Background: an optimization exercise with open tools, aiming at small area and a short achievable clock period. Do not read the settings as production practice.
No functional check of the RTL was part of any run shown here.
Power figures rest on the tool's default switching activity, not on a simulated workload.

**flow/run.sh**
```bash
#!/bin/bash
# synth_recipe.tcl (not shown) runs the flow's synth.tcl, then flattens the netlist and writes it again
# the make line also repeats each setting of config.mk as NAME=value (left out here)
make -C /OpenROAD-flow-scripts/flow DESIGN_CONFIG=/design/flow/config.mk WORK_HOME=/design/flow/orfs CLKGATE_MAP_FILE= SYNTH_SCRIPT=/design/flow/synth_recipe.tcl finish
```
**flow/config.mk**
```make
export PLATFORM = sky130hd
export DESIGN_NAME = apb_top
export DESIGN_NICKNAME = apb_top
export VERILOG_FILES = /design/flow/design.v
export SDC_FILE = /design/flow/constraint.sdc
export NUM_CORES = 8
export LEC_CHECK = 0
export CAP_MARGIN = 40
export CORE_MARGIN = 2
export CORE_UTILIZATION = 60
export CTS_BUF_LIST = sky130_fd_sc_hd__clkbuf_16
export CTS_CLUSTER_DIAMETER = 80
export CTS_CLUSTER_SIZE = 25
export PLACE_DENSITY = 0.7
export SETUP_SLACK_MARGIN = 4.5
export SLEW_MARGIN = 40
```
**flow/constraint.sdc**
```tcl
create_clock -name core_clock -period 7.0 [get_ports {PCLK}]
set_input_delay 1.4000 -clock core_clock [delete_from_list [all_inputs] [get_ports {PCLK}]]
set_output_delay 1.4000 -clock core_clock [all_outputs]
set_load 0.01 [all_outputs]
```
**flow/design.v**
```verilog
module apb_master (
  input PCLK,
  input PRESETn,
  input transfer,
  input read_write,
  input  [7:0] write_addr,
  input  [7:0] write_data,
  input  [7:0] read_addr,
  output reg [15:0] whi_n,   
  output reg [7:0] wdata,
  output reg [15:0] lo_n,    
  output reg [15:0] hi_n,    
  input  [7:0] rdata,
  output reg [7:0] read_data_out
);
  reg st1, st2, st3;         
  reg wr1;                   
  reg rd1, rd2;              
  reg [7:0] addr;
  reg [7:0] wdata0;
  reg [7:0] rhold;
  wire idle  = ~(st1 | st2 | st3);
  wire start = idle & transfer;
  always @(posedge PCLK or negedge PRESETn) begin
    if (!PRESETn) begin
      st1 <= 1'b0; st2 <= 1'b0; st3 <= 1'b0;
      wr1 <= 1'b0; rd1 <= 1'b0; rd2 <= 1'b0;
    end else begin
      st1 <= start;
      st2 <= st1;
      st3 <= st2;
      wr1 <= start & read_write;
      rd1 <= start & ~read_write;
      rd2 <= rd1;
    end
  end
  always @(posedge PCLK) begin
    addr  <= read_write ? write_addr : read_addr;
    wdata0 <= write_data;
    wdata <= wdata0;
    lo_n  <= ~(16'h1 << addr[3:0]);
    hi_n  <= ~(16'h1 << addr[7:4]);
    whi_n <= ~({15'h0, wr1} << addr[7:4]);
    if (rd2)
      rhold <= rdata;
    read_data_out <= rhold;
  end
endmodule
module apb_slave (
  input PCLK,
  input [15:0] whi_n,
  input [7:0]  wdata,
  input [15:0] lo_n,
  input [15:0] hi_n,
  output [7:0] rdata
);
  reg [2047:0] mem;
  genvar h, l;
  generate
    for (h = 0; h < 16; h = h + 1) begin : g_h
      for (l = 0; l < 16; l = l + 1) begin : g_l
        wire we = ~(whi_n[h] | lo_n[l]);
        always @(posedge PCLK)
          if (we)
            mem[(h*16+l)*8 +: 8] <= wdata;
      end
    end
  endgenerate
  reg [7:0] grp [0:15];
  reg [7:0] acc;
  integer gi, li;
  always @* begin
    for (gi = 0; gi < 16; gi = gi + 1) begin
      acc = 8'hff;
      for (li = 0; li < 16; li = li + 1)
        acc = acc & (mem[(gi*16+li)*8 +: 8] | {8{lo_n[li]}});
      grp[gi] = acc;
    end
  end
  reg [7:0] r;
  always @* begin
    r = 8'hff;
    for (gi = 0; gi < 16; gi = gi + 1)
      r = r & (grp[gi] | {8{hi_n[gi]}});
  end
  assign rdata = r;
endmodule
module apb_top (
 input PCLK,
 input PRESETn,
 input transfer,
 input read_write,
 input  [7:0] write_addr,
 input  [7:0] write_data,
 input  [7:0] read_addr,
 output [7:0] read_data_out
);
 wire [15:0] lo_n;
 wire [15:0] hi_n;
 wire [15:0] whi_n;
 wire [7:0]  wdata;
 wire [7:0]  rdata;
    apb_master master (
     .PCLK(PCLK), .PRESETn(PRESETn), .transfer(transfer), .read_write(read_write),
     .write_addr(write_addr), .write_data(write_data), .read_addr(read_addr),
     .whi_n(whi_n), .wdata(wdata), .lo_n(lo_n), .hi_n(hi_n),
     .rdata(rdata), .read_data_out(read_data_out)
    );
    apb_slave slave (
     .PCLK(PCLK), .whi_n(whi_n), .wdata(wdata),
     .lo_n(lo_n), .hi_n(hi_n), .rdata(rdata)
    );
endmodule
```
==> results of run 1 <==
[power breakdown]
group          switching [W]  total [W]  internal [W]
sequential         0.0000965     0.0141        0.0140
clock                0.00391    0.00667       0.00276
combinational       0.000795    0.00116      0.000360
[routing by layer]
layer,GRT usage,vias up,share of wire
li1,-,17680,-
met1,0.4483,21730,0.37
met2,0.4646,3202,0.47
met3,0.05135,406,0.12
met4,0.1161,2,0.037
met5,0,-,0.000064
[through the flow]
step	std cells	power, W	setup WS (ns)	util
final	6076	0.02197	4.282	0.6658
after global routing	6071	0.02243	4.261	0.6657
after CTS	6043	0.02186	4.270	0.6575
after detailed placement	5789	0.01534	3.331	0.6175
after global placement	5783	0.01531	2.976	0.6155
after floorplan	4358	0.01491	4.518	-
[layout make-up]
cell class | count | area, um2 | share of cell area
Multi-Input combinational cell | 1908 | 11540 | 0.1384
Clock buffer | 104 | 2603 | 0.03121
Timing Repair Buffer | 191 | 3138 | 0.03763
Tap cell | 1650 | 2064 | 0.02476
Antenna cell | 5 | 12.51 | 0.0001500
Clock inverter | 76 | 434.2 | 0.005206
Sequential cell | 2142 | 63600 | 0.7627
[worst min path at each step]
stage / startpoint / to / slack, ns / cells after the start
after floorplan: master.wdata0[0] / master.wdata[0] / 0.31 / 0
after global placement: master.wdata0[1] / master.wdata[1] / 0.31 / 0
after detailed placement: master.wdata0[1] / master.wdata[1] / 0.31 / 0
after CTS: master.wdata0[3] / master.wdata[3] / 0.33 / 0
after global routing: master.wdata0[1] / master.wdata[1] / 0.33 / 0
final: master.wdata0[5] / master.wdata[5] / 0.32 / 0
[sequential cells by signal (all words and copies together) (netlist names), 8 cells and up]
signal                flops
slave.mem              2048
master.hi_n              16
master.lo_n              16
master.whi_n             16
master.addr               8
master.read_data_out      8
master.rhold              8
master.wdata0             8
master.wdata              8
[kinds of logic after synthesis]
kind of cell	synth area share
AND/OR/NAND/NOR	0.04374
buffers and inverters	0.01957
AO/OA/AOI/OAI	0.09536
flip-flops	0.8401
multiplexers	0.001192
[layout by cell type, fill, tap and decap left out, drive strengths merged, types with 9 or more instances in the layout]
master / count
edfxtp: 2056
o22ai: 1024
nor2: 516
nor4: 160
buf: 152
a31oi: 128
clkbuf: 110
dfxtp: 80
inv: 64
nand2: 37
clkdlybuf4s50: 27
clkinv: 12
nand3: 10
nor2b: 9
[critical path, stage by stage (launching register included)]
cell and delay, ns:
dfxtp_4 0.45, buf_12 0.16, buf_12 0.11, clkbuf_16 0.23
o22ai_1 0.16, nor4_2 0.37, a31oi_2 0.24, nor4_4 0.55
and4_1 0.29
[repair_timing]
action                                  4_1_cts  5_1_grt
cloned                                       10        6
gates resized for setup                     178       70
setup buffers                                64       17
pin swaps                                    12       30
endpoints found under the setup margin       74       16
==> results.yml, run 1 <==
logic_synthesis:
  synth-edff-count: 2056
  syn_area_um2: 75570
  ys_seq_elements: 2142
  synth_nets: 4386
  synth.most_common_cell: "edfxtp_1"
  ys_seq_area_frac: 0.8401
  yosysTopAreaCell: "edfxtp_1"
  synth.top_cells.by_area: "edfxtp_1, o22ai_1, nor2_1"
  synth_top_area_frac: 0.8170
  syn_inst: 4358
  synthTopCellsByCount: "edfxtp_1, o22ai_1, nor2_1"
  synthFlopType: "edfxtp_1"
  avgSynthCellArea_um2: 17.34
  synth-async-reset-ratio: 0.002801
  synth-warning-count: 3
  ys_types: 21
setup_path:
  reg2reg_depth: 8
  critPathLaunch: "master.lo_n[3]"
  r2r-start: "master.lo_n[3]"
  required_ns: 7.65
  critical_path.max_fanout: 27
  crit_path_end_kind: "register"
  critical_path_class: "reg -> reg"
  arrival_ns: 3.36
  worst_setup_path_start_kind: "register"
  critical_path.endpoint: "master.rhold[1]"
  rr_endpoint: "master.rhold[1]"
  regToRegSetupSlack_ns: 4.28
clock_network:
  cts_buffers: 100
  hold_buffers: 0
  numClockSinks: 2142
  clk_latency_ns: 0.78
  cts_tree: "yes"
  htreeDepth: 3
  cts-root-buf: "clkbuf_16"
  clk_pin_slew_ns: 0.10
  cts_buffer_depth: 3
hold_path:
  hold_path.class: "reg -> reg"
placed_design:
  place_congestion: 0.8696
  numPortBuffers: 35
  dp_hpwl_mm: 104.0
  placed_area_um2: 77330
drt:
  wirelength_mm: 203.2
  num_vias: 43020
  routedWlPerCell_um: 33.45
  ant_nets: 0
  dr.pass1.iters: 6
  drcViolationCount: 0
  drt_iter0_drc: 7586
  detail_route.vias_per_cell: 7.080
layout:
  drive_gt1_frac: 0.1022
  fin_nets: 4371
  fill_cells: 8028
  syn_to_final_growth_pct: 10.34
  design_area_um2: 83390
global_route:
  grt_max_degree: 189
  grt_first_pass_wirelength_mm: 284.7
  grt_pass1_vias: 40190
  antenna_found_initial: 4
  grt_overflow: 0
  track_usage: 0.3044
power:
  vdd_drop_max_mv: 0.2797
  powerDensity_nw_per_um2: 263.4
  p_leak_nw: 25.17
sta:
  fin_crit_sh: 0.3883
  finalHoldViolCount: 0
  setup_viol: 0
  skew_ns: 0.05242
  fmax_ghz: 0.3679
  rsz0062_at_grt: "yes"
  tightest_slew_ns: 0.8954
  tns_ns: 0
  post-route-min-period_ns: 2.718
  slew_headroom: 0.4008
  final-max-slew-violation-count: 0
  holdWs_ns: 0.3249
die:
  initial_core_util: 0.6034
  pin_count: 36
  die_h_um: 358.9
  dieArea_um2: 128800
  rows: 130
  die-width_um: 358.9
  core_um2: 125200
status:
  outcome: "finished clean"
flow_run:
  maxCapViolCount: 0
==> run 2: changes to the inputs <==
--- a/flow/design.v
+++ b/flow/design.v
@@ -11,3 +11,3 @@
   output reg [15:0] lo_n,    
-  output reg [15:0] hi_n,    
+  output reg [15:0] hi,      
   input  [7:0] rdata,
@@ -41,3 +41,3 @@
     lo_n  <= ~(16'h1 << addr[3:0]);
-    hi_n  <= ~(16'h1 << addr[7:4]);
+    hi    <= 16'h1 << addr[7:4];
     whi_n <= ~({15'h0, wr1} << addr[7:4]);
@@ -53,3 +53,3 @@
   input [15:0] lo_n,
-  input [15:0] hi_n,
+  input [15:0] hi,
   output [7:0] rdata
@@ -57,3 +57,3 @@
   reg [2047:0] mem;
-  genvar h, l;
+  genvar h, l, b, k;
   generate
@@ -61,3 +61,4 @@
       for (l = 0; l < 16; l = l + 1) begin : g_l
-        wire we = ~(whi_n[h] | lo_n[l]);
+        wire we;
+        rd_nor2 u_we (.a(whi_n[h]), .b(lo_n[l]), .y(we));
         always @(posedge PCLK)
@@ -67,21 +68,39 @@
     end
+    for (b = 0; b < 8; b = b + 1) begin : g_b
+      wire [15:0] z;
+      for (h = 0; h < 16; h = h + 1) begin : g_grp
+        wire [7:0] t;
+        wire [3:0] u;
+        for (k = 0; k < 8; k = k + 1) begin : g_t
+          rd_oai22 u_t (.a1(mem[(h*16+2*k)*8+b]), .a2(lo_n[2*k]),
+                        .b1(mem[(h*16+2*k+1)*8+b]), .b2(lo_n[2*k+1]), .y(t[k]));
+        end
+        for (k = 0; k < 4; k = k + 1) begin : g_u
+          rd_nor2 u_u (.a(t[2*k]), .b(t[2*k+1]), .y(u[k]));
+        end
+        rd_nand4 u_z (.a(u[0]), .b(u[1]), .c(u[2]), .d(u[3]), .y(z[h]));
+      end
+      wire [7:0] v;
+      wire [1:0] w;
+      for (k = 0; k < 8; k = k + 1) begin : g_v
+        rd_aoi22 u_v (.a1(z[2*k]), .a2(hi[2*k]), .b1(z[2*k+1]), .b2(hi[2*k+1]), .y(v[k]));
+      end
+      for (k = 0; k < 2; k = k + 1) begin : g_w
+        rd_nand4 u_w (.a(v[4*k]), .b(v[4*k+1]), .c(v[4*k+2]), .d(v[4*k+3]), .y(w[k]));
+      end
+      rd_nor2 u_r (.a(w[0]), .b(w[1]), .y(rdata[b]));
+    end
   endgenerate
-  reg [7:0] grp [0:15];
-  reg [7:0] acc;
-  integer gi, li;
-  always @* begin
-    for (gi = 0; gi < 16; gi = gi + 1) begin
-      acc = 8'hff;
-      for (li = 0; li < 16; li = li + 1)
-        acc = acc & (mem[(gi*16+li)*8 +: 8] | {8{lo_n[li]}});
-      grp[gi] = acc;
-    end
-  end
-  reg [7:0] r;
-  always @* begin
-    r = 8'hff;
-    for (gi = 0; gi < 16; gi = gi + 1)
-      r = r & (grp[gi] | {8{hi_n[gi]}});
-  end
-  assign rdata = r;
+endmodule
+module rd_nor2 (input a, input b, output y);
+  assign y = ~(a | b);
+endmodule
+module rd_nand4 (input a, input b, input c, input d, output y);
+  assign y = ~(a & b & c & d);
+endmodule
+module rd_oai22 (input a1, input a2, input b1, input b2, output y);
+  assign y = ~((a1 | a2) & (b1 | b2));
+endmodule
+module rd_aoi22 (input a1, input a2, input b1, input b2, output y);
+  assign y = ~((a1 & a2) | (b1 & b2));
 endmodule
@@ -98,3 +117,3 @@
  wire [15:0] lo_n;
- wire [15:0] hi_n;
+ wire [15:0] hi;
  wire [15:0] whi_n;
@@ -105,3 +124,3 @@
      .write_addr(write_addr), .write_data(write_data), .read_addr(read_addr),
-     .whi_n(whi_n), .wdata(wdata), .lo_n(lo_n), .hi_n(hi_n),
+     .whi_n(whi_n), .wdata(wdata), .lo_n(lo_n), .hi(hi),
      .rdata(rdata), .read_data_out(read_data_out)
@@ -110,3 +129,3 @@
      .PCLK(PCLK), .whi_n(whi_n), .wdata(wdata),
-     .lo_n(lo_n), .hi_n(hi_n), .rdata(rdata)
+     .lo_n(lo_n), .hi(hi), .rdata(rdata)
     );
--- a/flow/config.mk
+++ b/flow/config.mk
@@ -11,6 +11,7 @@
 export CTS_BUF_LIST = sky130_fd_sc_hd__clkbuf_16
-export CTS_CLUSTER_DIAMETER = 80
-export CTS_CLUSTER_SIZE = 25
+export CTS_CLUSTER_DIAMETER = 100
+export CTS_CLUSTER_SIZE = 30
 export PLACE_DENSITY = 0.7
-export SETUP_SLACK_MARGIN = 4.5
+export SETUP_SLACK_MARGIN = 4.7
 export SLEW_MARGIN = 40
+export SYNTH_HIERARCHICAL = 1
==> run 2 against run 1 <==
Compared with the run above: critical endpoint is now master.rhold[6]; via count increased by 7.2%; still clean; clock skew decreased by 0.013 ns; hold slack improved by 0.0050 ns.
==> results.yml, run 2 <==
setup_path:
  crit_path_cell_trace: "buf_12, buf_16, buf_16, buf_12, buf_6, o22ai_4, nor2_4, nand4_1, a22oi_2, nand4_1, nor2_1"
  worst_setup_path_start_kind: "register"
  crit_family: "simple AND/OR/NAND/NOR gates"
  slowest_delay_ns: 0.52
  rr_endpoint: "master.rhold[6]"
  critical_path.max_fanout: 6
  path_buf_inv: 5
  critical_path_class: "reg -> reg"
  crit_slowest_cell: "a22oi_2"
  required_ns: 7.57
  r2r-start: "master.lo_n[1]"
  crit_path_end_kind: "register"
  reg2reg_depth: 11
  arrival_ns: 3.30
  regToRegSetupSlack_ns: 4.27
logic_synthesis:
  synth.top_cells.by_area: "edfxtp_1, o22ai_1, nor2_1"
  synthTopCellsByCount: "edfxtp_1, o22ai_1, nor2_1"
  synth_top_area_frac: 0.8232
  avgSynthCellArea_um2: 17.72
  synth-edff-count: 2056
  syn_inst: 4233
  synth_nets: 4261
  synthFlopType: "edfxtp_1"
  ys_seq_area_frac: 0.8466
  synth-async-reset-ratio: 0.002801
  ys_seq_elements: 2142
  ys_types: 22
  synth.most_common_cell: "edfxtp_1"
  syn_area_um2: 75000
  synth-warning-count: 8
  yosysTopAreaCell: "edfxtp_1"
sta:
  fmax_ghz: 0.3669
  fin_crit_sh: 0.3894
  fin_ws_ns: 4.274
  tightest_slew_ns: 0.9378
  slew_headroom: 0.3725
  final-max-slew-violation-count: 0
  rsz0062_at_grt: "yes"
  setup_viol: 0
  finalHoldViolCount: 0
  tns_ns: 0
  post-route-min-period_ns: 2.726
  skew_ns: 0.03942
clock_network:
  cts-root-buf: "clkbuf_16"
  numClockSinks: 2142
  htreeDepth: 3
  cts_buffers: 81
  clk_pin_slew_ns: 0.12
  cts_tree: "yes"
  cts_buffer_depth: 3
  clk_latency_ns: 0.73
layout:
  layout_commonest_cell: "edfxtp_1"
  fin_nets: 4645
  top_register: "slave.mem"
  fill_cells: 7609
  fin_cells: 6322
  syn_to_final_growth_pct: 14.14
  largest_register_ffs: 2048
  drive_gt1_frac: 0.1260
  final_util: 0.6915
  final_cell_mix: "edfxtp_1, o22ai_1, nor2_1, nand4_1, clkbuf_16"
die:
  rows: 129
  pin_count: 36
  initial_core_util: 0.6058
  die_h_um: 357.5
  die-width_um: 357.5
  dieArea_um2: 127800
  core_um2: 123800
flow_run:
  maxCapViolCount: 0
global_route:
  grt_pass1_vias: 41800
  track_usage: 0.3410
  grt_max_degree: 193
  grt_overflow: 0
  grt_first_pass_wirelength_mm: 307.1
  antenna_found_initial: 8
drt:
  detail_route.vias_per_cell: 7.294
  wirelength_mm: 229.3
  drcViolationCount: 0
  num_vias: 46110
  ant_nets: 0
  drt_iter0_drc: 9336
  routedWlPerCell_um: 36.27
  dr.pass1.iters: 6
power:
  pwr-share-seq: 0.653
  combPwrFrac: 0.069
  powerDensity_nw_per_um2: 253.0
  p_clk_frac: 0.277
  swShare: 0.2229
  p_leak_nw: 26.74
  p_int_w: 0.01683
  vdd_drop_max_mv: 0.2001
  p_sw_w: 0.004826
hold_path:
  hold_depth: 0
  holdPathEnd: "master.wdata[0]"
  hold_path.class: "reg -> reg"
  holdCritStartpoint: "master.wdata0[0]"
placed_design:
  dp.cells: 5948
  dp_hpwl_mm: 104.8
  place_congestion: 0.8603
  numPortBuffers: 35
  place_ws_ns: 3.571
status:
  outcome: "finished clean"
## run 2: repair_timing
item	4_1_cts	5_1_grt
buffers inserted	105	38
pin swaps	122	97
hold buffers	0	0
cloned	53	22
resized for setup	251	81
endpoints found under the setup margin	138	16
## run 2: area by class of cell
cell class	count	area, um2	share of cell area
flip-flops and latches	2142	63590	0.7428
clock buffers	87	2177	0.02543
well taps	1637	2048	0.02393
diodes	1	2.502	0.00002923
repair buffers	306	5448	0.06364
clock inverters	63	259.0	0.003026
multi-input cells	2086	12080	0.1411
## run 2: power groups by stage
stage	clock network [W]	logic [W]	registers [W]
6_report	0.00600	0.00150	0.0142
5_1_grt	0.00640	0.00152	0.0142
4_1_cts	0.00598	0.00133	0.0142
3_5_place_dp	0	0.00100	0.0145
3_3_place_gp	0	0.000951	0.0145
2_1_floorplan	0	0.000391	0.0146
## run 2: cell families (layout without fill, tap and decap cells)
family | after synthesis | in the layout | synth area share
mux | 8 | 8 | 0.001201
simple gates | 990 | 990 | 0.05571
compound gates | 1088 | 1088 | 0.09610
buf+inv | 5 | 456 | 0.0004003
other cells | 0 | 1 | 0
flops | 2142 | 2142 | 0.8466
## run 2: per-stage QoR
stage / cell area, um2 / hold WS, ns / total power [W]
finish: 85600 / 0.3300 / 0.02166
global route: 85600 / 0.3363 / 0.02208
CTS: 84170 / 0.3318 / 0.02147
detailed placement: 78060 / 0.3118 / 0.01549
global placement: 77860 / 0.3112 / 0.01546
floorplan: 75090 / 0.3089 / 0.01495
## run 2: worst max path at each step
stage	startpoint	to	slack (ns)	cells past startpoint
after floorplan	read_write	master.addr[0]	4.97	2
after global placement	master.lo_n[10]	master.rhold[3]	3.38	7
after detailed placement	master.lo_n[0]	master.rhold[3]	3.57	7
after CTS	master.read_data_out[6]	read_data_out[6]	4.39	1
after global routing	master.read_data_out[6]	read_data_out[6]	4.40	1
final	master.lo_n[1]	master.rhold[6]	4.27	11
## run 2: per-layer routing
metal | wire [um] | vias up | GRT usage
li1 | - | 18300 | -
met1 | 79010 | 23170 | 0.4987
met2 | 103100 | 4159 | 0.5063
met3 | 36140 | 477 | 0.08102
met4 | 10950 | 8 | 0.1314
met5 | 43 | - | 0
## run 2: modules after synthesis (local to each module, per instance), a selection
module	area, um2	flops+latches
rd_oai22	6.256	0
rd_nor2	3.754	0
apb_master	2476	94
apb_slave	61500	2048
rd_nand4	6.256	0
rd_aoi22	12.51	0
==> run 3: changes to the inputs <==
--- a/flow/config.mk
+++ b/flow/config.mk
@@ -14,3 +14,3 @@
 export PLACE_DENSITY = 0.7
-export SETUP_SLACK_MARGIN = 4.7
+export SETUP_SLACK_MARGIN = 4.5
 export SLEW_MARGIN = 40
==> run 3 against run 2 <==
Compared with the run above: largest power group unchanged; cell area shrank 4.3%; sequential cell count is the same; global-route usage shrank 4.9 points; fmax rose by 5.8%; register-to-register slack gained 0.15 ns; wire length is 17% lower; still clean; synthesized cell count did not move; synthesized area unchanged; clock-buffer cell count down 3; non-clock buffer count fell by 152; hold slack improved by 0.00096 ns.
==> results.yml, run 3 <==
status:
  outcome: "finished clean"
logic_synthesis:
  ys_types: 22
  syn_inst: 4233
  yosysTopAreaCell: "edfxtp_1"
  synth-async-reset-ratio: 0.002801
  synth_nets: 4261
  synth-edff-count: 2056
  synthTopCellsByCount: "edfxtp_1, o22ai_1, nor2_1"
  synth_top_area_frac: 0.8232
  synth.most_common_cell: "edfxtp_1"
  avgSynthCellArea_um2: 17.72
  synth-warning-count: 8
  synthFlopType: "edfxtp_1"
  ys_seq_elements: 2142
  syn_area_um2: 75000
  synth.top_cells.by_area: "edfxtp_1, o22ai_1, nor2_1"
  ys_seq_area_frac: 0.8466
clock_network:
  clk_pin_slew_ns: 0.11
  cts_buffers: 81
  cts-root-buf: "clkbuf_16"
  hold_buffers: 0
  cts_buffer_depth: 3
  clk_latency_ns: 0.73
  numClockSinks: 2142
  cts_tree: "yes"
  htreeDepth: 3
layout:
  drive_gt1_frac: 0.07602
  layout_commonest_cell: "edfxtp_1"
  design_area_um2: 81950
  multi_input_area_um2: 11530
  area.sequential_um2: 63590
  antennaDiodeCount: 0
  fill_cells: 8079
  fin_nets: 4493
  largest_register_ffs: 2048
  final_cell_mix: "edfxtp_1, o22ai_1, nor2_1, nand4_1, clkbuf_16"
  top_register: "slave.mem"
  syn_to_final_growth_pct: 9.274
power:
  powerDensity_nw_per_um2: 258.1
  power.total_w: 0.02115
  vdd_drop_max_mv: 0.2265
  p_leak_nw: 24.96
setup_path:
  required_ns: 7.57
  critical_path_class: "reg -> reg"
  worst_setup_path_start_kind: "register"
  critical_path.max_fanout: 74
  rr_endpoint: "master.rhold[7]"
  crit_path_cell_trace: "buf_12, o22ai_1, nor2_1, nand4_1, a22oi_2, nand4_1, nor2_1"
  reg2reg_depth: 7
  arrival_ns: 3.15
  crit_slowest_cell: "dfxtp_4"
  r2r-start: "master.lo_n[1]"
  slowest_delay_ns: 0.47
  regToRegSetupSlack_ns: 4.42
  crit_path_end_kind: "register"
drt:
  routedWlPerCell_um: 30.84
  drcViolationCount: 0
  dr.pass1.iters: 5
  drt_iter0_drc: 6458
  num_vias: 42450
  ant_nets: 0
  detail_route.vias_per_cell: 6.889
  wirelength_mm: 190.1
hold_path:
  holdPathEnd: "master.wdata[4]"
  hold_depth: 0
  hold_path.class: "reg -> reg"
  holdCritStartpoint: "master.wdata0[4]"
global_route:
  grt_first_pass_wirelength_mm: 270.1
  antenna_found_initial: 6
  grt_overflow: 0
  grt_max_degree: 193
  track_usage: 0.2924
  grt_pass1_vias: 39630
flow_run:
  maxCapViolCount: 0
sta:
  fin_ws_ns: 4.424
  rsz0062_at_grt: "yes"
  finalHoldViolCount: 0
  tightest_slew_ns: 0.8739
  post-route-min-period_ns: 2.576
  fin_crit_sh: 0.3680
  slew_headroom: 0.4152
  tns_ns: 0
  final-max-slew-violation-count: 0
  holdWs_ns: 0.3309
  fmax_ghz: 0.3882
  skew_ns: 0.04790
  setup_viol: 0
die:
  pin_count: 36
  die-width_um: 357.5
  die_h_um: 357.5
  dieArea_um2: 127800
  initial_core_util: 0.6058
  rows: 129
  core_um2: 123800
placed_design:
  place_congestion: 0.8935
  placed_area_um2: 78160
  numPortBuffers: 35
  dp_hpwl_mm: 104.7
  place_ws_ns: 3.800
run 3: cell counts after synthesis:
Identical to the previous run, type by type.
run 3: routing by layer:
layer | up-vias | wire length (um) | global-route usage
met4 | 4 | 4254 | 0.06950
met3 | 233 | 22250 | 0.06392
met2 | 2495 | 89400 | 0.4517
met5 | - | 25 | 0
li1 | 17950 | - | -
met1 | 21770 | 74130 | 0.4338
run 3: timing repair:
item | in CTS | in global routing
cloned | 4 | 4
resized for setup | 98 | 19
setup buffers | 45 | 8
setup endpoints to repair | 16 | 15
pin swaps | 3 | 5
run 3: through the flow:
stage | std cells | utilization
6_report | 6162 | 0.6620
3_3_place_gp | 5941 | 0.6289
3_5_place_dp | 5953 | 0.6314
4_1_cts | 6145 | 0.6587
2_1_floorplan | 4233 | -
5_1_grt | 6162 | 0.6620
run 3: worst max path at each step:
stage | from | end | slack [ns] | cells after the start
after global routing | master.read_data_out[2] | read_data_out[2] | 4.41 | 1
after CTS | master.read_data_out[0] | read_data_out[0] | 4.38 | 1
after floorplan | master.lo_n[11] | master.rhold[0] | 4.50 | 6
after detailed placement | master.lo_n[4] | master.rhold[7] | 3.80 | 7
final | master.lo_n[1] | master.rhold[7] | 4.42 | 7
after global placement | master.lo_n[11] | master.rhold[7] | 3.64 | 7
run 3: cell type report:
| cell class | count | area share |
|---|---|---|
| sequential | 2142 | 0.7760 |
| multi-input combinational | 2086 | 0.1407 |
| tap | 1637 | 0.02499 |
| clock inverter | 59 | 0.003115 |
| timing repair buffer | 154 | 0.02954 |
| clock buffer | 84 | 0.02565 |
run 3: logic make-up (layout without fill, tap and decap cells):
kind of cell / count (synthesis) / after routing / synth area share
flip-flops: 2142 / 2142 / 0.8466
AND/OR/NAND/NOR: 990 / 990 / 0.05571
AO/OA/AOI/OAI: 1088 / 1088 / 0.09610
multiplexers: 8 / 8 / 0.001201
buffers and inverters: 5 / 297 / 0.0004003
run 3: critical path, delay by kind of cell (launching register included):
kind | cells | cell delay (ns)
flops | 1 | 0.47
buf+inv | 1 | 0.31
simple gates | 4 | 0.93
compound gates | 2 | 0.57
run 3: power by group:
part           leakage, nW  switching (W)  internal (W)
logic                 4.39       0.000838      0.000344
clock network         1.35        0.00361       0.00222
registers             19.2      0.0000920        0.0140
run 3: Yosys stat by module (local to each module, per instance), a selection:
module / cells inside / flip-flops and latches / cell area [um2] / times used
rd_oai22: 1 / 0 / 6.256 / 1024
rd_nor2: 1 / 0 / 3.754 / 776
apb_slave: 2048 / 2048 / 61500 / 1
rd_nand4: 1 / 0 / 6.256 / 144
apb_master: 177 / 94 / 2476 / 1
rd_aoi22: 1 / 0 / 12.51 / 64
==> run 4: changes to the inputs <==
--- a/flow/design.v
+++ b/flow/design.v
@@ -10,3 +10,3 @@
   output reg [7:0] wdata,
-  output reg [15:0] lo_n,    
+  output [63:0] lo_n,        
   output reg [15:0] hi,      
@@ -36,2 +36,9 @@
   end
+  wire [15:0] lo_dec_n = ~(16'h1 << addr[3:0]);
+  genvar c;
+  generate
+    for (c = 0; c < 4; c = c + 1) begin : g_lo
+      apb_lo_reg u_lo (.PCLK(PCLK), .d(lo_dec_n), .q_n(lo_n[16*c +: 16]));
+    end
+  endgenerate
   always @(posedge PCLK) begin
@@ -40,3 +47,2 @@
     wdata <= wdata0;
-    lo_n  <= ~(16'h1 << addr[3:0]);
     hi    <= 16'h1 << addr[7:4];
@@ -48,2 +54,10 @@
 endmodule
+module apb_lo_reg (
+  input PCLK,
+  input [15:0] d,
+  output reg [15:0] q_n
+);
+  always @(posedge PCLK)
+    q_n <= d;
+endmodule
 module apb_slave (
@@ -52,3 +66,3 @@
   input [7:0]  wdata,
-  input [15:0] lo_n,
+  input [63:0] lo_n,        
   input [15:0] hi,
@@ -62,3 +76,3 @@
         wire we;
-        rd_nor2 u_we (.a(whi_n[h]), .b(lo_n[l]), .y(we));
+        rd_nor2 u_we (.a(whi_n[h]), .b(lo_n[16*(h/4)+l]), .y(we));
         always @(posedge PCLK)
@@ -74,4 +88,4 @@
         for (k = 0; k < 8; k = k + 1) begin : g_t
-          rd_oai22 u_t (.a1(mem[(h*16+2*k)*8+b]), .a2(lo_n[2*k]),
-                        .b1(mem[(h*16+2*k+1)*8+b]), .b2(lo_n[2*k+1]), .y(t[k]));
+          rd_oai22 u_t (.a1(mem[(h*16+2*k)*8+b]), .a2(lo_n[16*(h/4)+2*k]),
+                        .b1(mem[(h*16+2*k+1)*8+b]), .b2(lo_n[16*(h/4)+2*k+1]), .y(t[k]));
         end
@@ -116,3 +130,3 @@
 );
- wire [15:0] lo_n;
+ wire [63:0] lo_n;
  wire [15:0] hi;
==> run 4 against run 3 <==
Compared with the run above: still clean on timing, DRC and antenna; cell area decreased by 0.17%; die area increased by 1.3%; clock skew down 0.0087 ns; wire length fell by 8.4%; utilization is 1.0 points lower; via count down 2.9%; critical path type is now reg -> out; largest cell class unchanged; largest power group unchanged.
==> results.yml, run 4 <==
sta:
  fin_crit_sh: 0.3663
  setup_viol: 0
  tns_ns: 0
  rsz0062_at_grt: "yes"
  slew_headroom: 0.4306
  skew_ns: 0.03920
  tightest_slew_ns: 0.8510
  fmax_ghz: 0.3900
  final-max-slew-violation-count: 0
  post-route-min-period_ns: 2.564
  finalHoldViolCount: 0
power:
  p_leak_nw: 24.83
  vdd_drop_max_mv: 0.2324
  power.total_w: 0.02152
  powerDensity_nw_per_um2: 263.0
die:
  rows: 130
  dieArea_um2: 129500
  core_um2: 125600
  die_h_um: 359.8
  initial_core_util: 0.6049
  die-width_um: 359.8
  pin_count: 36
drt:
  detail_route.vias_per_cell: 6.648
  num_vias: 41240
  drt_iter0_drc: 5862
  wirelength_mm: 174.1
  routedWlPerCell_um: 28.07
  dr.pass1.iters: 5
  ant_nets: 0
  drcViolationCount: 0
setup_path:
  required_ns: 5.60
  arrival_ns: 1.16
  rr_endpoint: "master.rhold[6]"
  path_buf_inv: 1
  critical_path.endpoint: "read_data_out[6]"
  crit_path_cell_trace: "buf_6"
  slowest_delay_ns: 0.34
  crit_path_end_kind: "output pin"
  path_depth: 1
  r2r-start: "master.g_lo[0].u_lo.q_n[0]"
  critical_path_class: "reg -> out"
  regToRegSetupSlack_ns: 4.52
  critPathLaunch: "master.read_data_out[6]"
  crit_family: "flip-flops"
  critical_path.max_fanout: 1
  reg2reg_depth: 7
  crit_slowest_cell: "dfxtp_2"
  worst_setup_path_start_kind: "register"
placed_design:
  dp_hpwl_mm: 102.5
  place_congestion: 0.8863
  numPortBuffers: 35
layout:
  top_register: "slave.mem"
  top_regs: "slave.mem (2048), master.g_lo.u_lo.q_n (64)"
  syn_to_final_growth_pct: 7.708
  fin_nets: 4512
  final_cell_mix: "edfxtp_1, o22ai_1, nor2_1, nand4_1, dfxtp_1"
  layout_commonest_cell: "edfxtp_1"
  drive_gt1_frac: 0.06284
  largest_register_ffs: 2048
clock_network:
  clk_pin_slew_ns: 0.11
  hold_buffers: 0
  cts_buffers: 83
  clk_latency_ns: 0.71
  cts_buffer_depth: 3
  htreeDepth: 3
  cts_tree: "yes"
  cts-root-buf: "clkbuf_16"
  numClockSinks: 2190
logic_synthesis:
  synth_top_area_frac: 0.8128
  synth-warning-count: 9
  syn_inst: 4281
  yosysTopAreaCell: "edfxtp_1"
  synth_nets: 4309
  syn_area_um2: 75960
  synth-async-reset-ratio: 0.002740
  ys_seq_elements: 2190
  synthTopCellsByCount: "edfxtp_1, o22ai_1, nor2_1"
  synthFlopType: "edfxtp_1"
  ys_seq_area_frac: 0.8485
  synth-edff-count: 2056
  ys_types: 22
  avgSynthCellArea_um2: 17.74
  synth.top_cells.by_area: "edfxtp_1, o22ai_1, nor2_1"
  synth.most_common_cell: "edfxtp_1"
global_route:
  grt_pass1_vias: 38590
  grt_overflow: 0
  antenna_found_initial: 6
  grt_max_degree: 183
  grt_first_pass_wirelength_mm: 253.5
  track_usage: 0.2642
hold_path:
  hold_path.class: "reg -> reg"
  holdCritStartpoint: "master.wdata0[0]"
status:
  outcome: "finished clean"
flow_run:
  maxCapViolCount: 0
run 4: kinds of logic (layout without fill, tap and decap cells):
logic type | count (synthesis) | after routing | synth area share
multiplexers | 8 | 8 | 0.001186
AO/OA/AOI/OAI | 1088 | 1088 | 0.09488
other | 0 | 2 | 0
AND/OR/NAND/NOR | 990 | 990 | 0.05500
flip-flops | 2190 | 2190 | 0.8485
buffers and inverters | 5 | 275 | 0.0003952
run 4: stage by stage:
step                      utilization  hold slack [ns]  area, um2  worst slack, ns  instances
final                          0.6515           0.3318      81810            4.436       6203
after global routing           0.6515           0.3406      81810            4.404       6201
after CTS                      0.6501           0.3340      81630            4.291       6197
after detailed placement       0.6301           0.3138      79120            3.971       6045
after global placement         0.6293           0.3096      79020            4.018       6041
after floorplan                     -           0.3095      75970            4.518       4281
run 4: worst min path at each step:
stage | to | slack (ns) | cells past startpoint
global route | master.wdata[7] | 0.34 | 0
CTS | master.wdata[0] | 0.33 | 0
detailed placement | master.wdata[7] | 0.31 | 0
finish | master.wdata[0] | 0.33 | 0
global placement | master.wdata[6] | 0.31 | 0
floorplan | master.wdata[0] | 0.31 | 0
run 4: layout make-up:
type                            count  area, um2
Multi-Input combinational cell   2086      11480
Clock inverter                     63      266.5
Fill cell                        8519      43760
Clock buffer                       89       2227
Timing Repair Buffer              123       1265
Sequential cell                  2190      64500
Tap cell                         1650       2064
Antenna cell                        2      5.005
run 4: power by group:
part,switching [W],total [W],internal [W]
Combinational,0.000781,0.00107,0.000291
Clock,0.00366,0.00600,0.00234
Sequential,0.000101,0.0144,0.0143
Total,0.00454,0.0215,0.0170
run 4: repair_timing:
item / 4_1_cts / 5_1_grt
setup buffers: 0 / 0
endpoints found under the hold margin: 0 / 0
setup endpoints to repair: 16 / 15
pin swaps: 0 / 2
gates resized for setup: 45 / 24
run 4: metal layers:
metal / wire length [um] / GRT usage
met5: 11 / 0
met4: 3216 / 0.05512
met1: 72210 / 0.4004
met3: 15710 / 0.04076
met2: 82960 / 0.4150
run 4: modules after synthesis, one instance, submodules excluded, a selection:
module,cells inside,flops+latches,copies in the design
apb_slave,2048,2048,1
apb_master,161,78,1
apb_lo_reg,16,16,4
rd_aoi22,1,0,64
rd_nand4,1,0,144
rd_oai22,1,0,1024
rd_nor2,1,0,776
==> run 5: changes to the inputs <==
--- a/flow/design.v
+++ b/flow/design.v
@@ -8,3 +8,3 @@
   input  [7:0] read_addr,
-  output reg [15:0] whi_n,   
+  output [63:0] ins,         
   output reg [7:0] wdata,
@@ -16,6 +16,7 @@
   reg st1, st2, st3;         
-  reg wr1;                   
+  reg wr1, wr2, wr3;         
+  reg wr4;                   
   reg rd1, rd2;              
+  reg [1:0] phase;           
   reg [7:0] addr;
-  reg [7:0] wdata0;
   reg [7:0] rhold;
@@ -26,3 +27,4 @@
       st1 <= 1'b0; st2 <= 1'b0; st3 <= 1'b0;
-      wr1 <= 1'b0; rd1 <= 1'b0; rd2 <= 1'b0;
+      wr1 <= 1'b0; wr2 <= 1'b0; wr3 <= 1'b0;
+      rd1 <= 1'b0; rd2 <= 1'b0;
     end else begin
@@ -32,2 +34,4 @@
       wr1 <= start & read_write;
+      wr2 <= wr1;
+      wr3 <= wr2;
       rd1 <= start & ~read_write;
@@ -36,4 +40,13 @@
   end
-  wire [15:0] lo_dec_n = ~(16'h1 << addr[3:0]);
-  genvar c;
+  wire wnow = (wr1 | wr2 | wr3 | wr4) & (addr[1:0] == ~phase);
+  wire [15:0] ins_hi = {15'h0, wnow} << addr[7:4];
+  wire [3:0]  ins_lo = 4'h1 << addr[3:2];
+  genvar c, g;
+  generate
+    for (g = 0; g < 64; g = g + 1) begin : g_ins
+      assign ins[g] = ins_hi[g / 4] & ins_lo[g % 4];
+    end
+  endgenerate
+  wire [1:0]  place    = addr[1:0] + phase + 2'd1;
+  wire [15:0] lo_dec_n = ~(16'h1 << {addr[3:2], place});
   generate
@@ -44,7 +57,9 @@
   always @(posedge PCLK) begin
-    addr  <= read_write ? write_addr : read_addr;
-    wdata0 <= write_data;
-    wdata <= wdata0;
+    phase <= phase + 2'd1;
+    wr4   <= wr3;
+    if (idle) begin
+      addr  <= read_write ? write_addr : read_addr;
+      wdata <= write_data;
+    end
     hi    <= 16'h1 << addr[7:4];
-    whi_n <= ~({15'h0, wr1} << addr[7:4]);
     if (rd2)
@@ -64,5 +79,5 @@
   input PCLK,
-  input [15:0] whi_n,
+  input [63:0] ins,
   input [7:0]  wdata,
-  input [63:0] lo_n,        
+  input [63:0] lo_n,         
   input [15:0] hi,
@@ -71,11 +86,10 @@
   reg [2047:0] mem;
-  genvar h, l, b, k;
+  genvar h, b, k, p;
   generate
-    for (h = 0; h < 16; h = h + 1) begin : g_h
-      for (l = 0; l < 16; l = l + 1) begin : g_l
-        wire we;
-        rd_nor2 u_we (.a(whi_n[h]), .b(lo_n[16*(h/4)+l]), .y(we));
-        always @(posedge PCLK)
-          if (we)
-            mem[(h*16+l)*8 +: 8] <= wdata;
+    for (k = 0; k < 64; k = k + 1) begin : g_ring
+      always @(posedge PCLK) begin
+        mem[(4*k+0)*8 +: 8] <= ins[k] ? wdata : mem[(4*k+3)*8 +: 8];
+        mem[(4*k+1)*8 +: 8] <= mem[(4*k+0)*8 +: 8];
+        mem[(4*k+2)*8 +: 8] <= mem[(4*k+1)*8 +: 8];
+        mem[(4*k+3)*8 +: 8] <= mem[(4*k+2)*8 +: 8];
       end
@@ -130,6 +144,6 @@
 );
+ wire [63:0] ins;
+ wire [7:0]  wdata;
  wire [63:0] lo_n;
  wire [15:0] hi;
- wire [15:0] whi_n;
- wire [7:0]  wdata;
  wire [7:0]  rdata;
@@ -138,3 +152,3 @@
      .write_addr(write_addr), .write_data(write_data), .read_addr(read_addr),
-     .whi_n(whi_n), .wdata(wdata), .lo_n(lo_n), .hi(hi),
+     .ins(ins), .wdata(wdata), .lo_n(lo_n), .hi(hi),
      .rdata(rdata), .read_data_out(read_data_out)
@@ -142,4 +156,3 @@
     apb_slave slave (
-     .PCLK(PCLK), .whi_n(whi_n), .wdata(wdata),
-     .lo_n(lo_n), .hi(hi), .rdata(rdata)
+     .PCLK(PCLK), .ins(ins), .wdata(wdata), .lo_n(lo_n), .hi(hi), .rdata(rdata)
     );
==> run 5 against run 4 <==
Compared with the run above: sequential share of layout area down 15 points; non-clock buffer count up 69; largest cell class unchanged; first-iteration DRC count down 31%; clock power down 2%; cell count up 1.1%; still clean on timing, DRC and antenna; critical path type unchanged; critical path depth unchanged.
==> results.yml, run 5 <==
status:
  outcome: "finished clean"
flow_run:
  maxCapViolCount: 0
setup_path:
  critical_path.max_fanout: 1
  reg2reg_depth: 7
  rr_endpoint: "master.rhold[7]"
  critical_path.endpoint: "read_data_out[5]"
  critical_path_class: "reg -> out"
  crit_family: "flip-flops"
  arrival_ns: 1.17
  crit_path_end_kind: "output pin"
  crit_path_cell_trace: "buf_6"
  slowest_delay_ns: 0.37
  path_depth: 1
  critPathLaunch: "master.read_data_out[5]"
  crit_slowest_cell: "dfxtp_2"
  path_buf_inv: 1
  r2r-start: "master.g_lo[0].u_lo.q_n[13]"
  regToRegSetupSlack_ns: 4.49
  worst_setup_path_start_kind: "register"
  required_ns: 5.60
global_route:
  grt_pass1_vias: 37400
  grt_max_degree: 51
  antenna_found_initial: 6
  grt_first_pass_wirelength_mm: 237.8
  track_usage: 0.2869
  grt_overflow: 0
logic_synthesis:
  synth-warning-count: 9
  synthFlopType: "dfxtp_1"
  synth_top_family_by_area: "multiplexers"
  synthAdderAreaFrac: 0.0001965
  synth_nets: 4756
  ys_types: 39
  synth_simple_gate_area_frac: 0.05807
  synth_compound_area_frac: 0.1132
  synth.most_common_cell: "dfxtp_1"
  ys_seq_elements: 2171
  synth.top_cells.by_area: "dfxtp_1, mux2_4, o22ai_1"
  syn_area_um2: 63670
  synthTopCellsByCount: "dfxtp_1, o22ai_1, nor2_1"
  yosysTopAreaCell: "dfxtp_1"
  synth_mux_area_frac: 0.1203
  ys_seq_area_frac: 0.6870
  synthXorXnorAreaFrac: 0.001022
  synth-edff-count: 24
  syn_inst: 4727
  avgSynthCellArea_um2: 13.47
  synth-async-reset-ratio: 0.003685
  synth_top_area_frac: 0.6725
layout:
  top_regs: "slave.mem (2048), master.g_lo.u_lo.q_n (64), master.hi (16)"
  fin_cells: 6271
  final_cell_mix: "dfxtp_1, o22ai_1, nor2_1, mux2_4, nand4_1"
  final_util: 0.6555
  layout_commonest_cell: "dfxtp_1"
  largest_register_ffs: 2048
  fin_nets: 4885
  drive_gt1_frac: 0.1980
  syn_to_final_growth_pct: 8.365
  top_register: "slave.mem"
power:
  powerDensity_nw_per_um2: 329.8
  combPwrFrac: 0.151
  p_int_w: 0.01643
  p_clk_frac: 0.259
  swShare: 0.2781
  pwr-share-seq: 0.590
  vdd_drop_max_mv: 0.3021
  power.total_w: 0.02276
  p_leak_nw: 27.36
  p_sw_w: 0.006329
drt:
  drcViolationCount: 0
  drt_iter0_drc: 4065
  detail_route.vias_per_cell: 6.235
  num_vias: 39100
  wirelength_mm: 159.3
  dr.pass1.iters: 6
  routedWlPerCell_um: 25.40
  ant_nets: 0
placed_design:
  dp.cells: 6122
  dp_hpwl_mm: 93.97
  place_congestion: 0.8304
  numPortBuffers: 35
clock_network:
  clk_latency_ns: 0.71
  numClockSinks: 2171
  cts-root-buf: "clkbuf_16"
  cts_tree: "yes"
  cts_buffer_depth: 3
  cts_buffers: 82
  htreeDepth: 3
  clk_pin_slew_ns: 0.11
sta:
  setup_viol: 0
  finalHoldViolCount: 0
  post-route-min-period_ns: 2.573
  tightest_slew_ns: 0.8903
  fin_crit_sh: 0.3676
  final-max-slew-violation-count: 0
  slew_headroom: 0.4065
  rsz0062_at_grt: "yes"
  holdWs_ns: 0.3386
  skew_ns: 0.03366
  tns_ns: 0
  fmax_ghz: 0.3887
die:
  die-width_um: 329.8
  die_h_um: 329.8
  dieArea_um2: 108700
  pin_count: 36
  initial_core_util: 0.6049
  core_um2: 105300
  rows: 119
hold_path:
  hold_path.class: "reg -> reg"
  hold_depth: 0
==> run 5: logic make-up (layout without fill, tap and decap cells) <==
logic type | after synthesis | count (layout)
AOI/OAI and AO/OA | 1088 | 1088
xor gates and xnor gates | 4 | 4
adders and majority gates | 1 | 1
buffers and inverters | 157 | 308
DFF | 2171 | 2171
muxes | 520 | 520
other | 0 | 2
and+or+nand+nor | 786 | 786
==> run 5: worst min-delay path by stage <==
stage	endpoint	from
finish	slave.mem[1212]	slave.mem[1204]
global route	slave.mem[215]	slave.mem[207]
CTS	slave.mem[1212]	slave.mem[1204]
detailed placement	slave.mem[2003]	slave.mem[1995]
global placement	slave.mem[501]	slave.mem[493]
floorplan	master.read_data_out[0]	master.rhold[0]
==> run 5: layer usage <==
| metal | global-route usage | share of wire | vias to the layer above | wire (um) |
|---|---|---|---|---|
| met5 | 0 | 0.00029 | - | 46 |
| met3 | 0.04144 | 0.070 | 247 | 11130 |
| met2 | 0.4381 | 0.44 | 1487 | 70750 |
| li1 | - | - | 17730 | - |
| met1 | 0.4230 | 0.46 | 19630 | 72630 |
| met4 | 0.08814 | 0.030 | 8 | 4750 |
==> run 5: Yosys stat by module, one instance, submodules excluded, excerpt <==
module | cell area (um2) | flops+latches
rd_oai22 | 6.256 | 0
rd_aoi22 | 12.51 | 0
rd_nand4 | 6.256 | 0
apb_slave | 49710 | 2048
apb_lo_reg | 320.3 | 16
rd_nor2 | 3.754 | 0
apb_master | 2624 | 59
==> run 5: through the flow <==
step	instance area, um2	worst slack [ns]
2_1_floorplan	63670	4.690
3_3_place_gp	65800	3.798
3_5_place_dp	66000	3.889
4_1_cts	68780	4.396
5_1_grt	69000	4.398
6_report	69000	4.427
==> run 5: area by class of cell <==
type / count / area, um2
Clock inverter: 17 / 81.33
Multi-Input combinational cell: 2399 / 19270
Timing Repair Buffer: 192 / 1764
Inverter: 10 / 37.54
Fill cell: 7672 / 36270
Clock buffer: 89 / 2227
Antenna cell: 2 / 5.005
Sequential cell: 2171 / 43870
Tap cell: 1391 / 1740
==> run 5: timing repair <==
action / CTS / global route
pin swaps: 12 / 10
setup endpoints to repair: 517 / 131
hold buffers: 0 / 0
gates resized for setup: 80 / 19
setup buffers: 31 / 10
==> run 5: power groups by stage <==
stage	Clock (W)	Sequential (W)	Combinational [W]
floorplan	0	0.0135	0.00207
global placement	0	0.0137	0.00315
detailed placement	0	0.0137	0.00322
CTS	0.00598	0.0134	0.00335
global route	0.00639	0.0135	0.00361
finish	0.00589	0.0134	0.00345
==> run 6: changes to the inputs <==
--- a/flow/design.v
+++ b/flow/design.v
@@ -11,3 +11,3 @@
   output [63:0] lo_n,        
-  output reg [15:0] hi,      
+  output reg [7:0] hi,       
   input  [7:0] rdata,
@@ -17,9 +17,14 @@
   reg wr1, wr2, wr3;         
-  reg wr4;                   
-  reg rd1, rd2;              
+  reg wm;                    
+  reg wm4;                   
+  reg rd1, rd2, rd3;         
   reg [1:0] phase;           
   reg [7:0] addr;
+  reg vis;                   
   reg [7:0] rhold;
+  reg [7:0] rshadow;         
   wire idle  = ~(st1 | st2 | st3);
   wire start = idle & transfer;
+  wire [7:0] addr_d = idle ? (read_write ? write_addr : read_addr) : addr;
+  wire [1:0] phase_d = phase + 2'd1;
   always @(posedge PCLK or negedge PRESETn) begin
@@ -28,3 +33,4 @@
       wr1 <= 1'b0; wr2 <= 1'b0; wr3 <= 1'b0;
-      rd1 <= 1'b0; rd2 <= 1'b0;
+      wm  <= 1'b0;
+      rd1 <= 1'b0; rd2 <= 1'b0; rd3 <= 1'b0;
     end else begin
@@ -36,7 +42,9 @@
       wr3 <= wr2;
+      wm  <= ((start & read_write) | wr1 | wr2) & (addr_d[1:0] == ~phase_d);
       rd1 <= start & ~read_write;
       rd2 <= rd1;
+      rd3 <= rd2;
     end
   end
-  wire wnow = (wr1 | wr2 | wr3 | wr4) & (addr[1:0] == ~phase);
+  wire wnow = wm | wm4;
   wire [15:0] ins_hi = {15'h0, wnow} << addr[7:4];
@@ -49,4 +57,4 @@
   endgenerate
-  wire [1:0]  place    = addr[1:0] + phase + 2'd1;
-  wire [15:0] lo_dec_n = ~(16'h1 << {addr[3:2], place});
+  wire [1:0]  place    = addr_d[1:0] + phase_d;
+  wire [15:0] lo_dec_n = ~(16'h1 << {addr_d[4:2], place[1]});
   generate
@@ -56,13 +64,17 @@
   endgenerate
+  wire take1 = rd1 & vis;    
+  wire take2 = rd2 & vis;    
   always @(posedge PCLK) begin
     phase <= phase + 2'd1;
-    wr4   <= wr3;
-    if (idle) begin
-      addr  <= read_write ? write_addr : read_addr;
+    wm4   <= wr3 & (addr[1:0] == ~phase_d);
+    addr  <= addr_d;
+    if (idle)
       wdata <= write_data;
-    end
-    hi    <= 16'h1 << addr[7:4];
-    if (rd2)
+    hi    <= 8'h1 << addr_d[7:5];
+    vis   <= ~place[0];
+    if (take1 | take2)
       rhold <= rdata;
-    read_data_out <= rhold;
+    if (rd3)
+      rshadow <= rhold;
+    read_data_out <= rd3 ? rhold : rshadow;
   end
@@ -82,3 +94,3 @@
   input [63:0] lo_n,         
-  input [15:0] hi,
+  input [7:0]  hi,
   output [7:0] rdata
@@ -86,3 +98,3 @@
   reg [2047:0] mem;
-  genvar h, b, k, p;
+  genvar h, b, k, i;
   generate
@@ -97,12 +109,12 @@
     for (b = 0; b < 8; b = b + 1) begin : g_b
-      wire [15:0] z;
-      for (h = 0; h < 16; h = h + 1) begin : g_grp
+      wire [7:0] z;
+      for (h = 0; h < 8; h = h + 1) begin : g_grp
         wire [7:0] t;
         wire [3:0] u;
-        for (k = 0; k < 8; k = k + 1) begin : g_t
-          rd_oai22 u_t (.a1(mem[(h*16+2*k)*8+b]), .a2(lo_n[16*(h/4)+2*k]),
-                        .b1(mem[(h*16+2*k+1)*8+b]), .b2(lo_n[16*(h/4)+2*k+1]), .y(t[k]));
+        for (i = 0; i < 8; i = i + 1) begin : g_t
+          rd_oai22 u_t (.a1(mem[(4*(8*h+i)+0)*8+b]), .a2(lo_n[16*(h/2)+2*i]),
+                        .b1(mem[(4*(8*h+i)+2)*8+b]), .b2(lo_n[16*(h/2)+2*i+1]), .y(t[i]));
         end
-        for (k = 0; k < 4; k = k + 1) begin : g_u
-          rd_nor2 u_u (.a(t[2*k]), .b(t[2*k+1]), .y(u[k]));
+        for (i = 0; i < 4; i = i + 1) begin : g_u
+          rd_nor2 u_u (.a(t[2*i]), .b(t[2*i+1]), .y(u[i]));
         end
@@ -110,11 +122,7 @@
       end
-      wire [7:0] v;
-      wire [1:0] w;
-      for (k = 0; k < 8; k = k + 1) begin : g_v
-        rd_aoi22 u_v (.a1(z[2*k]), .a2(hi[2*k]), .b1(z[2*k+1]), .b2(hi[2*k+1]), .y(v[k]));
+      wire [3:0] v;
+      for (i = 0; i < 4; i = i + 1) begin : g_v
+        rd_aoi22 u_v (.a1(z[2*i]), .a2(hi[2*i]), .b1(z[2*i+1]), .b2(hi[2*i+1]), .y(v[i]));
       end
-      for (k = 0; k < 2; k = k + 1) begin : g_w
-        rd_nand4 u_w (.a(v[4*k]), .b(v[4*k+1]), .c(v[4*k+2]), .d(v[4*k+3]), .y(w[k]));
-      end
-      rd_nor2 u_r (.a(w[0]), .b(w[1]), .y(rdata[b]));
+      rd_and4 u_r (.a(v[0]), .b(v[1]), .c(v[2]), .d(v[3]), .y(rdata[b]));
     end
@@ -127,2 +135,5 @@
   assign y = ~(a & b & c & d);
+endmodule
+module rd_and4 (input a, input b, input c, input d, output y);
+  assign y = a & b & c & d;
 endmodule
@@ -147,3 +158,3 @@
  wire [63:0] lo_n;
- wire [15:0] hi;
+ wire [7:0]  hi;
  wire [7:0]  rdata;
==> run 6 against run 5 <==
Compared with the run above: sequential cell count down 5; first-iteration DRC count down 42%; synthesized area down 8.3%; register-to-register slack better by 0.05 ns; non-clock buffer count down 122; combinational power up 12%; worst setup slack worse by 0.22 ns; fmax down 7.9%; via count down 26%; sequential share of layout area up 6.7 points; die area down 8.2%; critical path type unchanged.
==> results.yml, run 6 <==
hold_path:
  hold_path.class: "reg -> reg"
setup_path:
  rr_endpoint: "slave.mem[320]"
  required_ns: 5.60
  reg2reg_depth: 4
  path_depth: 1
  critPathLaunch: "master.rshadow[1]"
  crit_path_cell_trace: "buf_6"
  critical_path_class: "reg -> out"
  path_buf_inv: 1
  worst_setup_path_start_kind: "register"
  r2r-start: "master.addr[3]"
  crit_family: "flip-flops"
  crit_slowest_cell: "edfxtp_1"
  regToRegSetupSlack_ns: 4.54
  critical_path.max_fanout: 1
  critical_path.endpoint: "read_data_out[1]"
  slowest_delay_ns: 0.51
  arrival_ns: 1.39
  crit_path_end_kind: "output pin"
layout:
  layout_commonest_cell: "dfxtp_1"
  area.sequential_um2: 43710
  fin_nets: 3912
  final_cell_mix: "dfxtp_1, o22ai_1, mux2_4, nor2_1, clkbuf_16"
  multi_input_area_um2: 13980
  fill_cells: 6920
  largest_register_ffs: 2048
  top_register: "slave.mem"
  final_util: 0.6438
  drive_gt1_frac: 0.2108
  syn_to_final_growth_pct: 6.426
  top_regs: "slave.mem (2048), master.g_lo.u_lo.q_n (64)"
  design_area_um2: 62170
logic_synthesis:
  syn_area_um2: 58410
  synthTopCellsByCount: "dfxtp_1, o22ai_1, mux2_4"
  yosysTopAreaCell: "dfxtp_1"
  synth-edff-count: 24
  ys_seq_area_frac: 0.7473
  synth-async-reset-ratio: 0.004617
  ys_types: 36
  synth_nets: 3888
  avgSynthCellArea_um2: 15.14
  synth-warning-count: 9
  synth_top_area_frac: 0.7307
  syn_inst: 3859
  synth.most_common_cell: "dfxtp_1"
  synthFlopType: "dfxtp_1"
  synth.top_cells.by_area: "dfxtp_1, mux2_4, o22ai_1"
  ys_seq_elements: 2166
clock_network:
  numClockSinks: 2166
  htreeDepth: 3
  cts_buffer_depth: 3
  clk_pin_slew_ns: 0.11
  cts-root-buf: "clkbuf_16"
  clk_latency_ns: 0.70
  cts_tree: "yes"
  cts_buffers: 82
  hold_buffers: 0
drt:
  ant_nets: 0
  drt_iter0_drc: 2366
  detail_route.vias_per_cell: 5.590
  dr.pass1.iters: 5
  drcViolationCount: 0
  num_vias: 28930
  routedWlPerCell_um: 24.58
  wirelength_mm: 127.2
power:
  pwr-share-seq: 0.599
  p_clk_frac: 0.239
  combPwrFrac: 0.162
  powerDensity_nw_per_um2: 384.6
  vdd_drop_max_mv: 0.2414
  p_leak_nw: 24.56
  swShare: 0.2921
  p_int_w: 0.01693
  p_sw_w: 0.006984
die:
  core_um2: 96570
  rows: 114
  initial_core_util: 0.6049
  dieArea_um2: 99870
  die-width_um: 316.0
  pin_count: 36
  die_h_um: 316.0
sta:
  skew_ns: 0.04132
  post-route-min-period_ns: 2.794
  final-max-slew-violation-count: 0
  tightest_slew_ns: 0.8888
  tns_ns: 0
  slew_headroom: 0.4067
  fmax_ghz: 0.3579
  setup_viol: 0
  finalHoldViolCount: 0
  fin_ws_ns: 4.206
  rsz0062_at_grt: "yes"
  fin_crit_sh: 0.3992
  holdWs_ns: 0.3214
placed_design:
  dp_hpwl_mm: 78.63
  numPortBuffers: 35
  place_ws_ns: 3.072
  place_congestion: 0.8008
  placed_area_um2: 59590
global_route:
  grt_max_degree: 54
  antenna_found_initial: 2
  grt_pass1_vias: 28540
  grt_first_pass_wirelength_mm: 186.7
  grt_overflow: 0
  track_usage: 0.2505
flow_run:
  maxCapViolCount: 0
status:
  outcome: "finished clean"
[run 6: changes by cell type after synthesis, moves of 7 or more]
cell / before / now
clkbuf_1: 23 / 7
mux2i_1: 0 / 7
a22oi_2: 64 / 32
dfxtp_1: 2139 / 2132
nand2_1: 1 / 30
nor2_1: 524 / 333
a21oi_1: 0 / 9
o22ai_1: 1024 / 512
nor4_1: 65 / 0
nand4_1: 145 / 64
and4_1: 0 / 8
[run 6: layer usage]
metal,GRT usage,vias to the layer above,part of all wire
met5,0,-,0.00021
met4,0.06183,4,0.024
met3,0.03322,163,0.046
met2,0.3754,672,0.43
met1,0.3850,14620,0.50
li1,-,13470,-
[run 6: layout make-up]
class	count	share of cell area
sequential	2166	0.7031
tap	1276	0.02568
multi-input combinational	1556	0.2249
clock buffer	83	0.03341
antenna	1	0.00004025
inverter	7	0.0004226
timing repair buffer	70	0.01036
clock inverter	17	0.002093
[run 6: worst min-delay path by stage]
stage	start	endpoint	slack (ns)	cells after the start
2_1_floorplan	slave.mem[1000]	slave.mem[1008]	0.31	0
3_3_place_gp	slave.mem[46]	slave.mem[54]	0.31	0
3_5_place_dp	slave.mem[1967]	slave.mem[1975]	0.31	0
4_1_cts	slave.mem[239]	slave.mem[247]	0.32	0
5_1_grt	slave.mem[1935]	slave.mem[1943]	0.33	0
6_report	slave.mem[75]	slave.mem[83]	0.32	0
[run 6: cell families (layout without fill, tap and decap cells)]
logic type / after synthesis / in the layout / share of synthesized area
flops: 2166 / 2166 / 0.7473
simple gates: 463 / 463 / 0.03429
other cells: 0 / 1 / 0
xor+xnor: 6 / 6 / 0.001414
mux: 527 / 527 / 0.1327
buf+inv: 137 / 177 / 0.02088
compound gates: 559 / 559 / 0.06325
fa+ha+maj: 1 / 1 / 0.0002142
[run 6: timing repair]
item,4_1_cts,5_1_grt
resized for setup,66,49
endpoints found under the setup margin,397,386
pin swaps,0,4
setup buffers,0,10
[run 6: stage by stage]
step / instances / power [W]
4_1_cts: 5165 / 0.02385
6_report: 5176 / 0.02391
3_3_place_gp: 5064 / 0.01818
3_5_place_dp: 5065 / 0.01828
2_1_floorplan: 3859 / 0.01643
5_1_grt: 5175 / 0.02465
[run 6: Yosys stat by module, one instance, submodules excluded, excerpt]
module	area [um2]	cells	flip-flops and latches	times used
rd_aoi22	12.51	1	0	32
rd_nor2	3.754	1	0	256
rd_nand4	6.256	1	0	64
rd_and4	8.758	1	0	8
rd_oai22	6.256	1	0	512
apb_lo_reg	320.3	16	16	4
[run 6: power groups by stage]
stage	Clock [W]	Sequential [W]	Combinational, W
3_5_place_dp	0	0.0146	0.00373
5_1_grt	0.00622	0.0144	0.00402
3_3_place_gp	0	0.0145	0.00365
4_1_cts	0.00580	0.0143	0.00376
6_report	0.00572	0.0143	0.00387
2_1_floorplan	0	0.0141	0.00234

==> afterwards: timing with drivers on the ports <==
No port has a modelled driver above. Below, the same layouts with a new extraction and two added sets of constraints.
Step 1, drivers: a clkbuf_16 drives PCLK and a buf_2 each remaining input, both assumed.
Step 2 times the ports against the registers' clock, not the clock port: input delays grow and output delays shrink by t, the midpoint of the rising clock arrivals with the driver on.
Slacks: ideal ports / drivers / drivers and shift; pairs: ideal ports / drivers.
run | t (ns) | slack for setup (ns) | worst setup path at the end | worst register clock-pin slew, ns | pins driven straight from the clock port
run 1 | 0.824 | 4.282 / 4.223 / 3.951 | input to register | 0.10 / 0.10 | 1
run 2 | 0.798 | 4.274 / 4.274 / 4.274 | register to register | 0.12 / 0.12 | 1
run 3 | 0.786 | 4.424 / 4.350 / 4.193 | input to register | 0.12 / 0.12 | 1
run 4 | 0.769 | 4.436 / 4.359 / 4.519 | register to register | 0.11 / 0.11 | 1
run 5 | 0.773 | 4.427 / 4.346 / 3.779 | input to register | 0.12 / 0.12 | 1
run 6 | 0.754 | 4.206 / 4.136 / 3.783 | input to register | 0.12 / 0.12 | 1
After both steps every run listed still meets setup and hold. The setup slack of run 5, which loses most, moves by -0.081 ns with the drivers and by -0.648 ns with both steps.
